This design comes from an exercise in tuning for small area and a short achievable clock period on the open sky130 flow, not from production work. No functional check of the RTL was part of any run shown here.

==> flow/design.v (outline; a module is shown in full before it is edited, if it fits) <==
// module mas_ripple_carry_adder_4b: 18 lines
// module mas_ripple_carry_adder_8b: 27 lines
// module mas_ripple_carry_adder_16b: 27 lines
// module mas_ripple_carry_adder_32b: 27 lines
// module mas_mul_vedic_2x2: 10 lines
// module mas_mul_vedic_4x4: 46 lines
// module mas_mul_vedic_8x8: 46 lines
// module mas_mul_vedic_16x16: 46 lines
// module mas_mul_vedic_32x32: 2139 lines
// module mas_mul_fa: 4 lines
// module mas_mul_ha: 4 lines
// module mas_mul_bsel: 3 lines
// module mas_mul_bseli: 3 lines
module mas_mul_vedic_32x32 (
  input               clk,
  input               rstn,
  input        [31:0] in1,
  input        [31:0] in2,
  output logic [63:0] res
);
  // ...
==> flow/flow/run.sh <==
#!/bin/bash
# The standard layout, with plain buffers (not delay cells) on the ports.
export BUFFER_PORTS_ARGS="-buffer_cell sky130_fd_sc_hd__buf_2"
bash standard.sh > standard.log 2>&1
==> flow/standard.sh <==
#!/bin/bash
# synth_recipe.tcl (not shown) runs the flow's synth.tcl, then flattens the netlist and writes it again
# the make line also repeats each setting of config.mk as NAME=value (left out here)
make -C /OpenROAD-flow-scripts/flow DESIGN_CONFIG=/design/flow/config.mk WORK_HOME=/design/flow/orfs CLKGATE_MAP_FILE= SYNTH_SCRIPT=/design/flow/synth_recipe.tcl "${@:-finish}"
==> flow/config.mk <==
export PLATFORM = sky130hd
export DESIGN_NAME = mas_mul_vedic_32x32
export DESIGN_NICKNAME = mas_mul_vedic_32x32
export VERILOG_FILES = /design/flow/design.v
export SDC_FILE = /design/flow/constraint.sdc
export NUM_CORES = 4
export LEC_CHECK = 0
export ABC_AREA = 1
export CAP_MARGIN = 60
export CORE_MARGIN = 2
export CORE_UTILIZATION = 55
export SLEW_MARGIN = 60
export SYNTH_HIERARCHICAL = 1
==> flow/constraint.sdc <==
create_clock -name core_clock -period 25.0 [get_ports {clk}]
set_input_delay 5.0000 -clock core_clock [delete_from_list [all_inputs] [get_ports {clk}]]
set_output_delay 5.0000 -clock core_clock [all_outputs]
set_load 0.01 [all_outputs]
==> implementation parameters, run 1 <==
Parameter                              Value

Min path
  Source of the worst hold timing path ... bneg[0]

Setup path
  Worst path top cell family by delay ... adder cells
  Worst setup path class ... register to register
  Critical path's largest stage delay ... 0.87 ns
  Sequence of cells on the critical path ... o22ai_1 > xor2_1 > fa_1 > fa_1 > fa_1 > fa_1 > fa_1 > fa_1 > ha_1 > nand2_1 > nor2_1 > nand2_1 > nor2_1 > nand2_2 > nand2_4 > fa_1
  Startpoint types ... register
  Crit path from ... na[24]
  Cell depth of the worst flop-to-flop path ... 16

Timing
  Final worst setup slack ... 18.88 ns
  Count of final setup violators ... 0
  Pin slew with the least headroom to its limit ... 0.6212 ns
  Largest clock skew in the final design ... 0.01356 ns
  Unrepaired setup endpoints after global routing ... no

Global route
  Global-route wire length before repair ... 136,600 um
  Pin count of the biggest net entering global routing ... 57
  Global-route met1 utilization ... 0.4806

Clock tree
  Number of buffers created by CTS ... 17
  Clock input transition at the sequential cells of the worst setup and hold paths ... 0.07 ns
  Clock Root Buffer ... sky130_fd_sc_hd__clkbuf_16

Floorplan
  Initial Utilization ... 0.5544
  Tap Cells ... 664

Detailed routing
  Vias post-DR ... 21,947
  Met1 WL ... 35,760 um
  DRT antenna net count ... 0
  Amount of wire on met3 after detailed routing ... 8896 um
  Uppermost metal layer occupied by signal nets ... met5
  Number of detailed-routing iterations run before antenna repair ... 6

Cells and area
  Fin nets ... 3,427
  Share of cells above drive strength 1 ... 0.1228
  Non-clock buffering overhead in the final layout ... 0.03820
  Commonest non-fill, non-tap cells in the layout ... sky130_fd_sc_hd__xor2_1, sky130_fd_sc_hd__o22ai_1, sky130_fd_sc_hd__fa_1, sky130_fd_sc_hd__nand2_1, sky130_fd_sc_hd__inv_1

Synth
  Top cells by instance count after synthesis ... sky130_fd_sc_hd__xor2_1, sky130_fd_sc_hd__o22ai_1, sky130_fd_sc_hd__fa_1
  Share of cell area taken by muxes after synthesis ... 0
  Mean instance size in the synthesized netlist ... 9.439 um^2

Placement
  Placed wire-length estimate ... 58,530 um
  Total of buffers placed on input and output ports ... 129
  Routability congestion estimate ... 0.8917

Outcome
  Outcome ... timing/DRC/antenna clean
==> run 2, diff against run 1 <==
--- a/flow/design.v
+++ b/flow/design.v
@@ -253,23 +253,21 @@
   output logic [63:0] res
 );
 wire  [63:0] p;
 wire  [15:0] eone, etwo, eneg;
 logic [15:0] bone, btwo, bneg;    
 logic        nb31;                
 logic [31:0] na;                  
 always_ff @(posedge clk, negedge rstn) begin
-  if (!rstn) begin
-    na  <= '1;
-    res <= '0;
-  end else begin
-    na  <= ~in1;
-    res <= p;
-  end
+  if (!rstn) res <= '0;
+  else       res <= p;
+end
+always_ff @(posedge clk) begin
+  na <= ~(in1 & {32{rstn}});
 end
 always_ff @(posedge clk) begin
   bone <= eone;
   btwo <= etwo;
   bneg <= eneg;
 end
 always_ff @(posedge clk) begin
   nb31 <= ~in2[31];
==> run 2 against run 1 <==
  * First-iteration DRC count grew 9.9%
  * Via count is 2.8% higher
  * Design area shrank 0.81%
  * Clock skew increased by 0.0084 ns
  * Die area is 0.68% lower
  * Wire length rose by 0.96%
==> implementation parameters, run 2 <==
Parameter                              Value

Setup path
  Largest fanout on the critical path ... 23 (was 33)
  Sequence of cells on the critical path ... buf_4 > xor2_1 > fa_1 > fa_1 > fa_1 > fa_1 > fa_1 > fa_1 > ha_1 > nand2_1 > nor2_2 > nand2_2 > inv_1 > nand2_1 > nor4_1 > nand2_1 > nand3_1 > nand2_1 (was o22ai_1 > xor2_1 > fa_1 > fa_1 > fa_1 > fa_1 > fa_1 > fa_1 > ha_1 > nand2_1 > nor2_1 > nand2_1 > nor2_1 > nand2_2 > nand2_4 > fa_1)
  Worst setup path class ... register to register (unchanged)
  Crit path from ... bneg[7] (was na[24])
  Worst path slowest cell ... sky130_fd_sc_hd__dfxtp_2 (was sky130_fd_sc_hd__dfstp_4)
  Capture instance of the worst register-to-register path ... res[62] (was res[32])
  Worst path top cell family by delay ... adder cells (unchanged)
  Critical path data required time ... 25.39 ns (was 25.37 ns)
  Most repeated library cell on the critical path ... sky130_fd_sc_hd__fa_1 (unchanged)
  Data arrival time of the critical path ... 6.53 ns (was 6.49 ns)
  Worst reg2reg startpoint ... bneg[7] (was na[24])
  Cell depth of the worst flop-to-flop path ... 18 (was 16)
  Register-to-register setup slack ... 18.86 ns (was 18.88 ns)
  Critical path's largest stage delay ... 0.61 ns (was 0.87 ns)
  Nature of the critical path endpoint ... register (unchanged)
  Worst path buffer plus inverter count ... 2 (was 0)
  Startpoint types ... register (unchanged)

Synth
  Share of flip-flops with an asynchronous set or reset ... 0.4414 (was 0.6621)
  Post-synth EDFFs ... 0 (unchanged)
  Cells after Synth ... 2,866 (was 2,863)
  Sequential share of the synthesized area ... 0.1201 (was 0.1267)
  Most repeated cell in the gate-level netlist after synthesis ... sky130_fd_sc_hd__xor2_1 (unchanged)
  Most area-hungry cell type in the Yosys netlist ... sky130_fd_sc_hd__fa_1 (unchanged)
  Top cells by instance count after synthesis ... sky130_fd_sc_hd__xor2_1, sky130_fd_sc_hd__o22ai_1, sky130_fd_sc_hd__fa_1 (unchanged)
  Cell area after synthesis ... 26,840 um^2 (was 27,020 um^2)
  Most used flip-flop cell after synthesis ... sky130_fd_sc_hd__dfxtp_1 (was sky130_fd_sc_hd__dfrtp_1)
  Area contributors post-synth ... sky130_fd_sc_hd__fa_1, sky130_fd_sc_hd__xor2_1, sky130_fd_sc_hd__o22ai_1, sky130_fd_sc_hd__dfxtp_1, sky130_fd_sc_hd__dfrtp_1 (was sky130_fd_sc_hd__fa_1, sky130_fd_sc_hd__xor2_1, sky130_fd_sc_hd__o22ai_1, sky130_fd_sc_hd__dfrtp_1, sky130_fd_sc_hd__ha_1)
  Top cell type's share of synthesized area ... 0.3618 (was 0.3593)
  Post-synth cell types ... 36 (was 37)
  Seq cells post-synth ... 145 (unchanged)
  Number of warnings reported in the yosys synthesis log ... 7 (unchanged)
  Mean instance size in the synthesized netlist ... 9.364 um^2 (was 9.439 um^2)

Timing
  Worst hold slack across all endpoints ... 0.8016 ns (was 0.7812 ns)
  Fin. Hold Viols ... 0 (unchanged)
  Pin slew with the least headroom to its limit ... 0.6166 ns (was 0.6212 ns)
  Sum of negative setup slack ... 0 ns (unchanged)
  Largest clock skew in the final design ... 0.02191 ns (was 0.01356 ns)
  Achievable clock frequency ... 0.1629 GHz (was 0.1633 GHz)
  Tightest slew margin relative to the limit ... 0.5890 (was 0.5858)
  Unrepaired setup endpoints after global routing ... no (unchanged)
  Final worst setup slack ... 18.86 ns (was 18.88 ns)
  Final Cycle Share ... 0.2455 (was 0.2449)
  Max Transition Viols Final ... 0 (unchanged)
  Tmin final ... 6.137 ns (was 6.123 ns)
  Count of final setup violators ... 0 (unchanged)

Cells and area
  Total of fill cells in the finished design ... 4,165 (was 4,205)
  Number of flip-flops under the largest register name ... 64 (unchanged)
  Largest register by flop count ... res (unchanged)
  Share of cells above drive strength 1 ... 0.1231 (was 0.1228)
  Number of standard cells in the final layout excluding fillers ... 3,420 (was 3,449)
  Most common library cell in the layout ignoring fill and taps ... sky130_fd_sc_hd__xor2_1 (unchanged)
  Fin nets ... 3,444 (was 3,427)
  Finished Cell Area ... 28,330 um^2 (was 28,560 um^2)
  Commonest non-fill, non-tap cells in the layout ... sky130_fd_sc_hd__xor2_1, sky130_fd_sc_hd__o22ai_1, sky130_fd_sc_hd__fa_1, sky130_fd_sc_hd__nand2_1, sky130_fd_sc_hd__nor2_1 (was sky130_fd_sc_hd__xor2_1, sky130_fd_sc_hd__o22ai_1, sky130_fd_sc_hd__fa_1, sky130_fd_sc_hd__nand2_1, sky130_fd_sc_hd__inv_1)
  P&R area growth vs syn ... 5.562% (was 5.685%)
  Final design utilization ... 0.5909 (was 0.5859)
  Registers with the most flip-flops ... res: 64 flops, na: 32 flops (unchanged)

Floorplan
  Area of the die ... 50,580 um^2 (was 50,920 um^2)
  Ports ... 130 (unchanged)
  Number of placement rows ... 80 (was 81)
  Horizontal die dimension ... 224.9 um (was 225.7 um)
  Initial Utilization ... 0.5598 (was 0.5544)
  Die Span Y ... 224.9 um (was 225.7 um)
  Core outline area ... 47,950 um^2 (was 48,750 um^2)

Job
  Maximum Capacitance Violations ... 0 (unchanged)

Detailed routing
  WL/cell ... 25.78 um (was 25.32 um)
  DRT antenna net count ... 0 (unchanged)
  Vias per Instance ... 6.599 (was 6.363)
  DRC violation count after routing ... 0 (unchanged)
  Violation count after the first detailed-route iteration ... 2,543 (was 2,314)
  Vias post-DR ... 22,568 (was 21,947)
  Number of detailed-routing iterations run before antenna repair ... 6 (unchanged)
  DRT Wirelength ... 88,160 um (was 87,330 um)

Clock tree
  Clock Root Buffer ... sky130_fd_sc_hd__clkbuf_16 (unchanged)
  CTS tree ... yes (unchanged)
  CTS HTree Levels ... 4 (unchanged)
  Total setup buffers inserted after CTS ... 0 (unchanged)
  Latest clock arrival within the worst-skew pair ... 0.51 ns (about the same)
  Clock input transition at the sequential cells of the worst setup and hold paths ... 0.07 ns (about the same)
  Post-cts resize count ... 0 (unchanged)
  Number of buffers created by CTS ... 17 (unchanged)
  Clk sink count ... 145 (unchanged)
  Number of hold buffers added after cts ... 0 (unchanged)
  Maximum clock insertion buffer count ... 2 (unchanged)

Global route
  Pin count of the biggest net entering global routing ... 52 (was 57)
  Overall Global Routing Usage ... 0.3584 (was 0.3557)
  Antenna violations before repair ... 6 (was 2)
  Total gr overflow ... 0 (unchanged)
  Vias in the first global route ... 23,668 (was 23,433)
  Global-route wire length before repair ... 136,600 um (about the same)

Outcome
  Outcome ... timing/DRC/antenna clean (unchanged)

Placement
  Routability congestion estimate ... 0.8407 (was 0.8917)
  Total of buffers placed on input and output ports ... 129 (unchanged)
  Worst slack after detailed placement ... 18.81 ns (was 18.96 ns)
  Number of cells in the design after placement ... 3,385 (was 3,417)
  Cell area after placement ... 27,720 um^2 (was 27,930 um^2)
  Placed wire-length estimate ... 55,800 um (was 58,530 um)

Min path
  Source of the worst hold timing path ... bneg[0] (unchanged)
  Hold crit path type ... register to register (unchanged)
  End of the worst hold path ... res[0] (unchanged)
  Hold Path Cell Cnt ... 2 (unchanged)
-- run 2: how the worst max path moves through the flow --
stage / to / slack [ns] / cells after the start
finish: res[62] / 18.86 / 18
global route: res[32] / 18.67 / 17
CTS: res[16] / 18.93 / 1
detailed placement: na[14] / 18.81 / 3
global placement: na[24] / 18.54 / 3
floorplan: na[0] / 19.57 / 2
-- run 2: cell families after synthesis --
group	count (synthesis)	share of synthesized area
AOI/OAI and AO/OA	585	0.1354
xor gates and xnor gates	565	0.1844
adders and majority gates	589	0.4103
buffers and inverters	431	0.06396
DFF	145	0.1201
other	1	0.0001397
and+or+nand+nor	550	0.08573
-- run 2: per-module statistics from Yosys (local to each module, per instance) --
module               cells inside  cell area (um^2)  times used
mas_mul_fa                      1             20.02         480
mas_mul_vedic_32x32          2345             16720           1
mas_mul_ha                      1             12.51          41
-- run 2: cell type report --
class                      instances  area [um^2]  share of cell area
antenna                            3        7.507           0.0002650
tap                              615        769.5             0.02716
clock buffer                      18        429.2             0.01515
multi-input combinational       2300        21940              0.7743
sequential                       145         3331              0.1176
timing repair buffer             194         1204             0.04249
clock inverter                    14        162.7            0.005741
inverter                         131        491.7             0.01736
-- run 2: worst reg2reg max path: stages (launching register included) --
cell                      delay [ns]
sky130_fd_sc_hd__dfxtp_2        0.61
sky130_fd_sc_hd__buf_4          0.52
sky130_fd_sc_hd__xor2_1         0.25
sky130_fd_sc_hd__fa_1           0.47
sky130_fd_sc_hd__fa_1           0.54
sky130_fd_sc_hd__fa_1           0.47
sky130_fd_sc_hd__fa_1           0.43
sky130_fd_sc_hd__fa_1           0.51
sky130_fd_sc_hd__fa_1           0.44
sky130_fd_sc_hd__ha_1           0.35
sky130_fd_sc_hd__nand2_1        0.11
sky130_fd_sc_hd__nor2_2         0.21
sky130_fd_sc_hd__nand2_2        0.21
sky130_fd_sc_hd__inv_1          0.17
sky130_fd_sc_hd__nand2_1        0.23
sky130_fd_sc_hd__nor4_1         0.23
sky130_fd_sc_hd__nand2_1        0.11
sky130_fd_sc_hd__nand3_1        0.11
sky130_fd_sc_hd__nand2_1        0.06
-- run 2: layer usage --
layer | routed length [um] | global-route usage
met1 | 34490 | 0.4789
met2 | 39520 | 0.5458
met3 | 10180 | 0.1010
met4 | 3913 | 0.1581
met5 | 55 | 0

re-timing with driven ports:
How much do the figures lean on ideal ports? The routed layouts below were timed once more, with nothing changed but the port constraints. Step 1: set_driving_cell puts a clkbuf_16 on clk and a buf_2 on each other input, an assumption about the parent block. Step 2 also shifts input and output timing later by t, the mid clock arrival at the registers, as if the neighbouring blocks saw the same clock. Slacks: no drivers / after step 1 / after step 2; pairs: no drivers / after step 1.
run | t (ns) | slack for setup (ns) | worst setup path at the end | clock arrival spread, ns | slew at the worst register clock pin (ns)
run 1 | 0.558 | 18.877 / 18.877 / 18.877 | register to register | 0.014 / 0.014 | 0.07 / 0.07
run 2 | 0.561 | 18.863 / 18.863 / 18.858 | input to register | 0.022 / 0.022 | 0.08 / 0.08
After both steps setup and hold are still met in every run listed. The setup slack of run 2, which loses most, moves by 0.000 ns with the drivers and by -0.005 ns with both steps.
